Background: an optimization exercise with open tools, aiming at small area and a short achievable clock period. Do not read the settings as production practice.
Where RTL was checked, it was by simulation tests only, not by an equivalence proof against the original.

Setup of the baseline:
==> flow/design.v <==
module CmpTree #(parameter N = 8) (
  input  wire [N-1:0] a,
  input  wire [N-1:0] b,
  output wire         gt,
  output wire         eq
);
  localparam L = (N > 16) ? 5 : (N > 8) ? 4 : (N > 4) ? 3 : (N > 2) ? 2 : 1;
  localparam M = 1 << L;
  wire [M-1:0] g [0:L];
  wire [M-1:0] e [0:L];
  assign g[0] = {{(M-N){1'b0}}, b & ~a};
  assign e[0] = {{(M-N){1'b1}}, ~(a ^ b)};
  genvar l, i;
  generate
    for (l = 0; l < L; l = l + 1) begin : lvl
      for (i = 0; i < (M >> (l + 1)); i = i + 1) begin : nd
        assign g[l+1][i] = g[l][2*i+1] | (e[l][2*i+1] & g[l][2*i]);
        assign e[l+1][i] = e[l][2*i+1] & e[l][2*i];
      end
      if ((M >> (l + 1)) < M) begin : pad
        assign g[l+1][M-1:(M >> (l + 1))] = 0;
        assign e[l+1][M-1:(M >> (l + 1))] = 0;
      end
    end
  endgenerate
  assign gt = g[L][0];
  assign eq = e[L][0];
endmodule
module KsAdd #(parameter N = 24) (
  input  wire [N-1:0] x,
  input  wire [N-1:0] y,
  output wire [N-1:0] s,
  output wire         co
);
  localparam L = (N > 16) ? 5 : (N > 8) ? 4 : (N > 4) ? 3 : (N > 2) ? 2 : 1;
  wire [N-1:0] p = x ^ y;
  wire [N-1:0] g [0:L];
  wire [N-1:0] pp [0:L];
  assign g[0]  = x & y;
  assign pp[0] = p;
  genvar l, i;
  generate
    for (l = 0; l < L; l = l + 1) begin : lvl
      for (i = 0; i < N; i = i + 1) begin : bt
        if (i >= (1 << l)) begin : cb
          assign g[l+1][i]  = g[l][i] | (pp[l][i] & g[l][i - (1 << l)]);
          assign pp[l+1][i] = pp[l][i] & pp[l][i - (1 << l)];
        end else begin : ps
          assign g[l+1][i]  = g[l][i];
          assign pp[l+1][i] = pp[l][i];
        end
      end
    end
  endgenerate
  assign s  = p ^ {g[L][N-2:0], 1'b0};
  assign co = g[L][N-1];
endmodule
module ExpDiff (
  input  wire [7:0] ea,
  input  wire [7:0] eb,
  output wire [7:0] dab,     
  output wire [7:0] dba,     
  output wire       ge,      
  output wire       eq       
);
  wire [7:0] x = ea;
  wire [7:0] y = ~eb;
  wire [7:0] p = x ^ y;
  wire [7:0] g [0:3];
  wire [7:0] pp [0:3];
  assign g[0]  = x & y;
  assign pp[0] = p;
  genvar l, i;
  generate
    for (l = 0; l < 3; l = l + 1) begin : lvl
      for (i = 0; i < 8; i = i + 1) begin : bt
        if (i >= (1 << l)) begin : cb
          assign g[l+1][i]  = g[l][i] | (pp[l][i] & g[l][i - (1 << l)]);
          assign pp[l+1][i] = pp[l][i] & pp[l][i - (1 << l)];
        end else begin : ps
          assign g[l+1][i]  = g[l][i];
          assign pp[l+1][i] = pp[l][i];
        end
      end
    end
  endgenerate
  wire [7:0] c0 = {g[3][6:0], 1'b0};
  wire [7:0] c1 = {g[3][6:0] | pp[3][6:0], 1'b1};
  assign dba = ~(p ^ c0);
  assign dab = p ^ c1;
  assign ge  = g[3][7] | pp[3][7];
  assign eq  = pp[3][7];
endmodule
module SkAdd #(parameter N = 24) (
  input  wire [N-1:0] x,
  input  wire [N-1:0] y,
  output wire [N-1:0] s,
  output wire         co
);
  localparam L = (N > 16) ? 5 : (N > 8) ? 4 : (N > 4) ? 3 : (N > 2) ? 2 : 1;
  wire [N-1:0] p = x ^ y;
  wire [N-1:0] g [0:L];
  wire [N-1:0] pp [0:L];
  assign g[0]  = x & y;
  assign pp[0] = p;
  genvar l, i;
  generate
    for (l = 0; l < L; l = l + 1) begin : lvl
      for (i = 0; i < N; i = i + 1) begin : bt
        if ((i >> l) & 1) begin : cb
          assign g[l+1][i]  = g[l][i] | (pp[l][i] & g[l][((i >> l) << l) - 1]);
          assign pp[l+1][i] = pp[l][i] & pp[l][((i >> l) << l) - 1];
        end else begin : ps
          assign g[l+1][i]  = g[l][i];
          assign pp[l+1][i] = pp[l][i];
        end
      end
    end
  endgenerate
  assign s  = p ^ {g[L][N-2:0], 1'b0};
  assign co = g[L][N-1];
endmodule
module Lzc32 (
  input  wire [31:0] x,
  output wire [4:0]  cnt,
  output wire        zero
);
  wire [15:0] z1; wire [15:0] c1;           
  wire [7:0]  z2; wire [15:0] c2;           
  wire [3:0]  z3; wire [11:0] c3;           
  wire [1:0]  z4; wire [7:0]  c4;           
  genvar i;
  generate
    for (i = 0; i < 16; i = i + 1) begin : l1
      assign z1[i] = ~(x[2*i+1] | x[2*i]);
      assign c1[i] = ~x[2*i+1];
    end
    for (i = 0; i < 8; i = i + 1) begin : l2
      assign z2[i] = z1[2*i+1] & z1[2*i];
      assign c2[2*i+1:2*i] = z1[2*i+1] ? {1'b1, c1[2*i]} : {1'b0, c1[2*i+1]};
    end
    for (i = 0; i < 4; i = i + 1) begin : l3
      assign z3[i] = z2[2*i+1] & z2[2*i];
      assign c3[3*i+2:3*i] = z2[2*i+1] ? {1'b1, c2[4*i+1:4*i]} : {1'b0, c2[4*i+3:4*i+2]};
    end
    for (i = 0; i < 2; i = i + 1) begin : l4
      assign z4[i] = z3[2*i+1] & z3[2*i];
      assign c4[4*i+3:4*i] = z3[2*i+1] ? {1'b1, c3[6*i+2:6*i]} : {1'b0, c3[6*i+5:6*i+3]};
    end
  endgenerate
  assign zero = z4[1] & z4[0];
  assign cnt  = z4[1] ? {1'b1, c4[3:0]} : {1'b0, c4[7:4]};
endmodule
module PipelinedFAdd (
  input  wire        clk,
  input  wire        rst,
  input  wire [31:0] A,
  input  wire [31:0] B,
  input  wire        operation,
  input  wire        in_valid,
  output wire [31:0] result,
  output wire        out_valid
);
  wire        sa = A[31];
  wire        sb = B[31] ^ operation;
  wire [7:0]  ea = A[30:23];
  wire [7:0]  eb = B[30:23];
  wire [22:0] fa = A[22:0];
  wire [22:0] fb = B[22:0];
  wire fa_nz  = |fa;
  wire fb_nz  = |fb;
  wire a_nan  = (&ea) & fa_nz;
  wire a_inf  = (&ea) & ~fa_nz;
  wire b_inf  = (&eb) & ~fb_nz;
  wire a_zero = ~(|ea) & ~fa_nz;
  wire b_zero = ~(|eb) & ~fb_nz;
  wire special = (&ea) | (&eb) | a_zero | b_zero;
  wire [7:0] dab, dba;
  wire       e_ge, e_eq;
  ExpDiff u_ed (.ea(ea), .eb(eb), .dab(dab), .dba(dba), .ge(e_ge), .eq(e_eq));
  wire f_gt, f_eq;
  CmpTree #(23) u_cf (.a(fa), .b(fb), .gt(f_gt), .eq(f_eq));
  wire swap = (~e_ge | (e_eq & f_gt)) & ~a_nan;
  wire [7:0] d = e_ge ? dab : dba;
  reg  [7:0]  r1_ea, r1_eb;
  reg  [22:0] r1_fa, r1_fb;
  reg  [4:0]  r1_d;
  reg         r1_swap, r1_sa, r1_sb, r1_qnan, r1_zflip, r1_cancel;
  reg         r1_special, r1_kill;
  always @(posedge clk) begin
    r1_ea     <= ea;
    r1_eb     <= eb;
    r1_fa     <= fa;
    r1_fb     <= fb;
    r1_sa     <= sa;
    r1_sb     <= sb;
    r1_swap   <= swap;
    r1_d      <= d[4:0];
    r1_special <= special;
    r1_kill   <= special | (d > 8'd23);
    r1_qnan   <= a_inf & b_inf & operation & (sa ^ sb);
    r1_zflip  <= a_zero & b_zero & operation;
    r1_cancel <= e_eq & f_eq & (sa ^ sb) & ~special;
  end
  wire [7:0]  e_big   = r1_swap ? r1_eb : r1_ea;
  wire [22:0] f_big   = r1_swap ? r1_fb : r1_fa;
  wire [22:0] f_small = r1_swap ? r1_fa : r1_fb;
  wire        h_big   = (|e_big) | r1_special;
  wire        h_small = r1_swap ? (|r1_ea) : (|r1_eb);
  wire [23:0] ms_al   = r1_kill ? 24'd0 : ({h_small, f_small} >> r1_d);
  wire        sub     = r1_sa ^ r1_sb;
  reg  [7:0]  r2_q;
  reg  [23:0] r2_xb, r2_ys;
  reg         r2_s, r2_sub, r2_qnan;
  always @(posedge clk) begin
    r2_q    <= r1_cancel ? (~e_big - 8'd25) : (~e_big - 8'd1);
    r2_xb   <= {h_big, f_big} ^ {24{sub}};
    r2_ys   <= ms_al;
    r2_sub  <= sub;
    r2_qnan <= r1_qnan;
    r2_s    <= ~r1_qnan & ((r1_swap ? r1_sb : r1_sa) ^ r1_zflip);
  end
  wire [23:0] ad_s;
  wire        ad_co;
  SkAdd #(24) u_add (.x(r2_xb), .y(r2_ys), .s(ad_s), .co(ad_co));
  reg  [7:0]  r3_q;
  reg  [24:0] r3_sum;
  reg         r3_s, r3_qnan;
  always @(posedge clk) begin
    r3_q    <= r2_q;
    r3_sum  <= {ad_co & ~r2_sub, ad_s ^ {24{r2_sub}}};
    r3_s    <= r2_s;
    r3_qnan <= r2_qnan;
  end
  wire [4:0] lz;
  wire       lz_zero;
  Lzc32 u_lzc (.x({r3_sum, 7'h7F}), .cnt(lz), .zero(lz_zero));
  wire [24:0] sh4 = lz[4] ? {r3_sum[8:0], 16'd0} : r3_sum;
  wire [24:0] sh3 = lz[3] ? {sh4[16:0], 8'd0} : sh4;
  wire [24:0] sh2 = lz[2] ? {sh3[20:0], 4'd0} : sh3;
  wire [24:0] sh1 = lz[1] ? {sh2[22:0], 2'd0} : sh2;
  wire [24:0] sh0 = lz[0] ? {sh1[23:0], 1'd0} : sh1;
  wire [7:0] ne_out;
  wire       ne_co;
  KsAdd #(8) u_exp (.x(r3_q), .y({3'd0, lz}), .s(ne_out), .co(ne_co));
  reg [31:0] r4_res;
  always @(posedge clk)
    r4_res <= {r3_s, ~ne_out, sh0[23] | r3_qnan, sh0[22:1]};
  assign result = r4_res;
  reg [3:0] vld;
  always @(posedge clk or posedge rst)
    if (rst) vld <= 4'b0000;
    else     vld <= {vld[2:0], in_valid};
  assign out_valid = vld[3];
endmodule
Settings: LEC_CHECK=0, ABC_AREA=1, CAP_MARGIN=20, CORE_MARGIN=2, CORE_UTILIZATION=40, SETUP_SLACK_MARGIN=5, SLEW_MARGIN=20; clock period 8.0 ns.
run.sh (not shown) runs the stock make flow with config.mk's settings and CLKGATE_MAP_FILE= SYNTH_SCRIPT=/design/flow/synth_recipe.tcl, a recipe that flattens the netlist after the stock synthesis.
diff inputs: the baseline => the candidate
--- a/flow/design.v
+++ b/flow/design.v
@@ -4,7 +4,7 @@
   output wire         gt,
   output wire         eq
 );
-  localparam L = (N > 16) ? 5 : (N > 8) ? 4 : (N > 4) ? 3 : (N > 2) ? 2 : 1;
+  localparam L = $clog2(N);
   localparam M = 1 << L;
   wire [M-1:0] g [0:L];
   wire [M-1:0] e [0:L];
@@ -32,7 +32,7 @@
   output wire [N-1:0] s,
   output wire         co
 );
-  localparam L = (N > 16) ? 5 : (N > 8) ? 4 : (N > 4) ? 3 : (N > 2) ? 2 : 1;
+  localparam L = $clog2(N);
   wire [N-1:0] p = x ^ y;
   wire [N-1:0] g [0:L];
   wire [N-1:0] pp [0:L];
@@ -97,7 +97,7 @@
   output wire [N-1:0] s,
   output wire         co
 );
-  localparam L = (N > 16) ? 5 : (N > 8) ? 4 : (N > 4) ? 3 : (N > 2) ? 2 : 1;
+  localparam L = $clog2(N);
   wire [N-1:0] p = x ^ y;
   wire [N-1:0] g [0:L];
   wire [N-1:0] pp [0:L];
==> comparison <==
Reported for the baseline and the candidate, number of flip-flops and latches turned out identical to the last digit.
Global-route wire length before repair: the baseline vs the candidate identical
The candidate vs. the baseline: simple logic cell fraction of the synthesized area level; chip width level; peak clock frequency supported by timing level.
The RTL of the candidate was laid out without a check of its function.

---

== main ==
Another version of the RTL of PipelinedFAdd (not shown whole).
Size in the first run: roughly 1700 cells after synthesis, roughly 210 flip-flops, roughly 100 I/O pins.
==> module PipelinedFAdd, before the edit <==
module PipelinedFAdd (
  input  wire        clk,
  input  wire        rst,
  input  wire [31:0] A,
  input  wire [31:0] B,
  input  wire        operation,
  input  wire        in_valid,
  output wire [31:0] result,
  output wire        out_valid
);
  wire e_gt, e_eq;
  CmpTree #(8) u_ce (.a(A[30:23]), .b(B[30:23]), .gt(e_gt), .eq(e_eq));
  wire [4:0] dab, dba;
  wire       d_ge, d_eq;
  ExpDiff #(5) u_ed (.ea(A[27:23]), .eb(B[27:23]), .dab(dab), .dba(dba), .ge(d_ge), .eq(d_eq));
  reg  [31:0] r1_a, r1_b;
  reg  [4:0]  r1_dab, r1_dba;
  reg         r1_op, r1_swap, r1_fgt, r1_feq;
  wire f_gt, f_eq;
  CmpTree #(23) u_cf (.a(A[22:0]), .b(B[22:0]), .gt(f_gt), .eq(f_eq));
  always @(posedge clk) begin
    r1_a    <= A;
    r1_b    <= B;
    r1_op   <= operation;
    r1_fgt  <= f_gt;
    r1_feq  <= f_eq;
    r1_swap <= e_gt | (e_eq & ~(|A[22:0]) & (|B[22:0]));
    r1_dab  <= dab;
    r1_dba  <= dba;
  end
  wire        sa = r1_a[31];
  wire        sb = r1_b[31] ^ r1_op;
  wire [7:0]  ea = r1_a[30:23];
  wire [7:0]  eb = r1_b[30:23];
  wire [22:0] fa = r1_a[22:0];
  wire [22:0] fb = r1_b[22:0];
  wire ea_nz  = |ea;
  wire eb_nz  = |eb;
  wire fa_nz  = |fa;
  wire fb_nz  = |fb;
  wire a_inf  = (&ea) & ~fa_nz;
  wire b_inf  = (&eb) & ~fb_nz;
  wire a_zero = ~ea_nz & ~fa_nz;
  wire b_zero = ~eb_nz & ~fb_nz;
  wire special = (&ea) | (&eb) | a_zero | b_zero;
  wire sub    = sa ^ sb;
  wire r1_eeq = (ea == eb);
  wire qnan   = a_inf & b_inf & r1_op & sub;
  wire zflip  = a_zero & b_zero & r1_op;
  wire [7:0]  e_big   = r1_swap ? eb : ea;
  wire [7:0]  e_small = r1_swap ? ea : eb;
  wire [4:0]  d       = r1_swap ? r1_dba : r1_dab;
  wire [7:0]  e_diff  = e_big - e_small;
  wire        kill    = special | (e_diff > 8'd23);
  wire [22:0] f_big   = r1_swap ? fb : fa;
  wire [22:0] f_small = r1_swap ? fa : fb;
  wire        h_big   = (r1_swap ? eb_nz : ea_nz) | special;
  wire        h_small = r1_swap ? ea_nz : eb_nz;
  wire [23:0] ms_sh   = {h_small, f_small} >> d;
  wire rev    = r1_eeq & ~special & sub & (r1_swap ? (~r1_fgt & ~r1_feq) : r1_fgt);
  wire cancel = r1_eeq & ~special & sub & r1_feq;
  reg  [7:0]  r2_q;
  reg  [23:0] r2_xb, r2_ys;
  reg         r2_s, r2_sub, r2_qnan;
  always @(posedge clk) begin
    r2_q    <= cancel ? (~e_big - 8'd25) : (~e_big - 8'd1);
    r2_xb   <= {h_big, f_big} ^ {24{sub & ~rev}};
    r2_ys   <= rev ? ~{h_small, f_small} : (kill ? 24'd0 : ms_sh);
    r2_sub  <= sub;
    r2_qnan <= qnan;
    r2_s    <= ~qnan & (((r1_swap ^ rev) ? sb : sa) ^ zflip);
  end
  wire [23:0] ad_s;
  wire        ad_co;
  BkAdd #(24) u_add (.x(r2_xb), .y(r2_ys), .s(ad_s), .co(ad_co));
  reg  [7:0]  r3_q;
  reg  [24:0] r3_sum;
  reg         r3_s;
  always @(posedge clk) begin
    r3_q    <= r2_q;
    r3_sum  <= {ad_co & ~r2_sub, ad_s ^ {24{r2_sub}}} | {2'b00, r2_qnan, 22'd0};
    r3_s    <= r2_s;
  end
  wire [4:0] lz;
  wire       lz_zero;
  Lzc32 u_lzc (.x({r3_sum, 7'h7F}), .cnt(lz), .zero(lz_zero));
  wire [24:0] sh4 = lz[4] ? {r3_sum[8:0], 16'd0} : r3_sum;
  wire [24:0] sh3 = lz[3] ? {sh4[16:0], 8'd0} : sh4;
  wire [24:0] sh2 = lz[2] ? {sh3[20:0], 4'd0} : sh3;
  wire [24:0] sh1 = lz[1] ? {sh2[22:0], 2'd0} : sh2;
  wire [24:0] sh0 = lz[0] ? {sh1[23:0], 1'd0} : sh1;
  wire [7:0] ne_out;
  wire       ne_co;
  KsAdd #(8) u_exp (.x(r3_q), .y({3'd0, lz}), .s(ne_out), .co(ne_co));
  reg [31:0] r4_res;
  always @(posedge clk)
    r4_res <= {r3_s, ~ne_out, sh0[23], sh0[22:1]};
  assign result = r4_res;
  reg [3:0] vld;
  always @(posedge clk or posedge rst)
    if (rst) vld <= 4'b0000;
    else     vld <= {vld[2:0], in_valid};
  assign out_valid = vld[3];
endmodule
==> flow/config.mk <==
export PLATFORM = sky130hd
export DESIGN_NAME = PipelinedFAdd
export DESIGN_NICKNAME = PipelinedFAdd
export VERILOG_FILES = /design/flow/design.v
export SDC_FILE = /design/flow/constraint.sdc
export NUM_CORES = 4
export LEC_CHECK = 0
export ABC_AREA = 1
export CAP_MARGIN = 20
export CORE_MARGIN = 2
export CORE_UTILIZATION = 40
export CTS_BUF_LIST = sky130_fd_sc_hd__clkbuf_8
export CTS_CLUSTER_DIAMETER = 60
export CTS_CLUSTER_SIZE = 25
export SETUP_SLACK_MARGIN = 5
export SLEW_MARGIN = 20
==> flow/constraint.sdc <==
create_clock -name core_clock -period 8.0 [get_ports {clk}]
set_input_delay 1.6000 -clock core_clock [delete_from_list [all_inputs] [get_ports {clk}]]
set_output_delay 1.6000 -clock core_clock [all_outputs]
set_load 0.01 [all_outputs]
standard.sh (not shown) runs the stock make flow with config.mk's settings and CLKGATE_MAP_FILE= SYNTH_SCRIPT=/design/flow/synth_recipe.tcl, a recipe that flattens the netlist after the stock synthesis.
==> flow/flow/run.sh <==
#!/bin/bash
# Standard layout, with the adder cells left to ABC (no full/half adder
# extraction before it), port buffers of a plain buffer cell, a shallower
# clock tree, and timing repair aiming at a tighter setup margin.
# make's output goes to standard.log, each ORFS step logs to orfs/logs/.
bash standard.sh ADDER_MAP_FILE= SETUP_SLACK_MARGIN=5.5 TNS_END_PERCENT=10 \
  "BUFFER_PORTS_ARGS=-buffer_cell sky130_fd_sc_hd__buf_2" \
  "CTS_ARGS=-sink_clustering_enable -repair_clock_nets -sink_clustering_size 16 -sink_clustering_max_diameter 120 -buf_list sky130_fd_sc_hd__clkbuf_16 -root_buf sky130_fd_sc_hd__clkbuf_16 -sink_clustering_levels 1 -num_static_layers 0" \
  finish > standard.log 2>&1
> inputs changed (main -> the feature branch)
==> flow/design.v, changed modules only <==
module PipelinedFAdd (
  input  wire        clk,
  input  wire        rst,
  input  wire [31:0] A,
  input  wire [31:0] B,
  input  wire        operation,
  input  wire        in_valid,
  output wire [31:0] result,
  output wire        out_valid
);
  wire e_gt, e_eq;
  CmpTree #(8) u_ce (.a(A[30:23]), .b(B[30:23]), .gt(e_gt), .eq(e_eq));
  wire f_gt, f_eq;
  CmpTree #(23) u_cf (.a(A[22:0]), .b(B[22:0]), .gt(f_gt), .eq(f_eq));
  reg  [31:0] r1_a, r1_b;
  reg         r1_op, r1_swap, r1_fgt, r1_feq;
  always @(posedge clk) begin
    r1_a    <= A;
    r1_b    <= B;
    r1_op   <= operation;
    r1_fgt  <= f_gt;
    r1_feq  <= f_eq;
    r1_swap <= e_gt | (e_eq & ~(|A[22:0]) & (|B[22:0]));
  end
  wire        sa = r1_a[31];
  wire        sb = r1_b[31] ^ r1_op;
  wire [7:0]  ea = r1_a[30:23];
  wire [7:0]  eb = r1_b[30:23];
  wire [22:0] fa = r1_a[22:0];
  wire [22:0] fb = r1_b[22:0];
  wire ea_nz  = |ea;
  wire eb_nz  = |eb;
  wire fa_nz  = |fa;
  wire fb_nz  = |fb;
  wire a_inf  = (&ea) & ~fa_nz;
  wire b_inf  = (&eb) & ~fb_nz;
  wire a_zero = ~ea_nz & ~fa_nz;
  wire b_zero = ~eb_nz & ~fb_nz;
  wire special = (&ea) | (&eb) | a_zero | b_zero;
  wire sub    = sa ^ sb;
  wire r1_eeq = (ea == eb);
  wire qnan   = a_inf & b_inf & r1_op & sub;
  wire zflip  = a_zero & b_zero & r1_op;
  wire [7:0]  e_big   = r1_swap ? eb : ea;
  wire [7:0]  e_small = r1_swap ? ea : eb;
  wire [7:0]  e_diff  = e_big - e_small;
  wire        kill    = special | (e_diff > 8'd23);
  wire [22:0] f_big   = r1_swap ? fb : fa;
  wire [22:0] f_small = r1_swap ? fa : fb;
  wire        h_big   = (r1_swap ? eb_nz : ea_nz) | special;
  wire        h_small = r1_swap ? ea_nz : eb_nz;
  wire [23:0] al0     = e_diff[0] ? {1'd0,  h_small, f_small[22:1]} : {h_small, f_small};
  wire [23:0] al1     = e_diff[1] ? {2'd0,  al0[23:2]}  : al0;
  wire [23:0] al2     = e_diff[2] ? {4'd0,  al1[23:4]}  : al1;
  wire [23:0] al3     = e_diff[3] ? {8'd0,  al2[23:8]}  : al2;
  wire [23:0] ms_sh   = e_diff[4] ? {16'd0, al3[23:16]} : al3;
  wire rev    = r1_eeq & ~special & sub & (r1_swap ? (~r1_fgt & ~r1_feq) : r1_fgt);
  wire cancel = r1_eeq & ~special & sub & r1_feq;
  reg  [7:0]  r2_q;
  reg  [23:0] r2_xb, r2_ys;
  reg         r2_s, r2_sub, r2_qnan;
  always @(posedge clk) begin
    r2_q    <= cancel ? (~e_big - 8'd25) : (~e_big - 8'd1);
    r2_xb   <= {h_big, f_big} ^ {24{sub & ~rev}};
    r2_ys   <= rev ? ~{h_small, f_small} : (kill ? 24'd0 : ms_sh);
    r2_sub  <= sub;
    r2_qnan <= qnan;
    r2_s    <= ~qnan & (((r1_swap ^ rev) ? sb : sa) ^ zflip);
  end
  wire [23:0] ad_s;
  wire        ad_co;
  BkAdd #(24) u_add (.x(r2_xb), .y(r2_ys), .s(ad_s), .co(ad_co));
  reg  [7:0]  r3_q;
  reg  [24:0] r3_sum;
  reg         r3_s;
  always @(posedge clk) begin
    r3_q    <= r2_q;
    r3_sum  <= {ad_co & ~r2_sub, ad_s ^ {24{r2_sub}}} | {2'b00, r2_qnan, 22'd0};
    r3_s    <= r2_s;
  end
  wire [4:0] lz;
  wire       lz_zero;
  Lzc32 u_lzc (.x({r3_sum, 7'h7F}), .cnt(lz), .zero(lz_zero));
  wire [24:0] sh4 = lz[4] ? {r3_sum[8:0], 16'd0} : r3_sum;
  wire [24:0] sh3 = lz[3] ? {sh4[16:0], 8'd0} : sh4;
  wire [24:0] sh2 = lz[2] ? {sh3[20:0], 4'd0} : sh3;
  wire [24:0] sh1 = lz[1] ? {sh2[22:0], 2'd0} : sh2;
  wire [24:0] sh0 = lz[0] ? {sh1[23:0], 1'd0} : sh1;
  wire [7:0] ne_out;
  wire       ne_co;
  KsAdd #(8) u_exp (.x(r3_q), .y({3'd0, lz}), .s(ne_out), .co(ne_co));
  reg [31:0] r4_res;
  always @(posedge clk)
    r4_res <= {r3_s, ~ne_out, sh0[23], sh0[22:1]};
  assign result = r4_res;
  reg [3:0] vld;
  always @(posedge clk or posedge rst)
    if (rst) vld <= 4'b0000;
    else     vld <= {vld[2:0], in_valid};
  assign out_valid = vld[3];
endmodule
[summary]
Met1 capacity usage during global routing: the feature branch and main compared, lower one is main
| fraction of registers with async set or reset after synthesis | main vs the feature branch | ≈ equal |
Across both runs, met2 routed wirelength was higher for the feature branch than for main.
Taking main as the reference, in the feature branch non-clock buffer count went up 0.82%, post-synthesis net count went up 20.
No functional check of the RTL was part of any run of this note.

[what the ideal ports hide]
Ports are ideal in the flow. The routed layouts listed here were re-timed in OpenROAD. Step 1: set_driving_cell puts a clkbuf_16 on clk and a buf_2 on each other input, an assumption about the parent block. Step 2 moves the port delays by t, midway between the first and last clock arrival at a register: inputs arrive t later, outputs are due t later. That takes back most of the time a late clock gives input paths. Slacks: ideal ports / drivers / drivers and shift; pairs: ideal ports / drivers.
run | t (ns) | slack for setup (ns) | worst hold slack (ns) | worst setup path after step 2 | clock arrival spread, ns
the baseline | 0.558 | 5.049 / 5.001 / 4.517 | 0.326 / 0.326 / 0.326 | input to register | 0.021 / 0.021
the candidate | 0.558 | 5.049 / 5.001 / 4.517 | 0.326 / 0.326 / 0.326 | input to register | 0.021 / 0.021
main | 0.532 | 5.431 / 5.383 / 5.002 | 0.325 / 0.325 / 0.325 | input to register | 0.015 / 0.015
the feature branch | 0.480 | 5.450 / 5.436 / 5.000 | 0.330 / 0.330 / 0.330 | input to register | 0.019 / 0.019
After both steps every run listed still meets setup and hold.
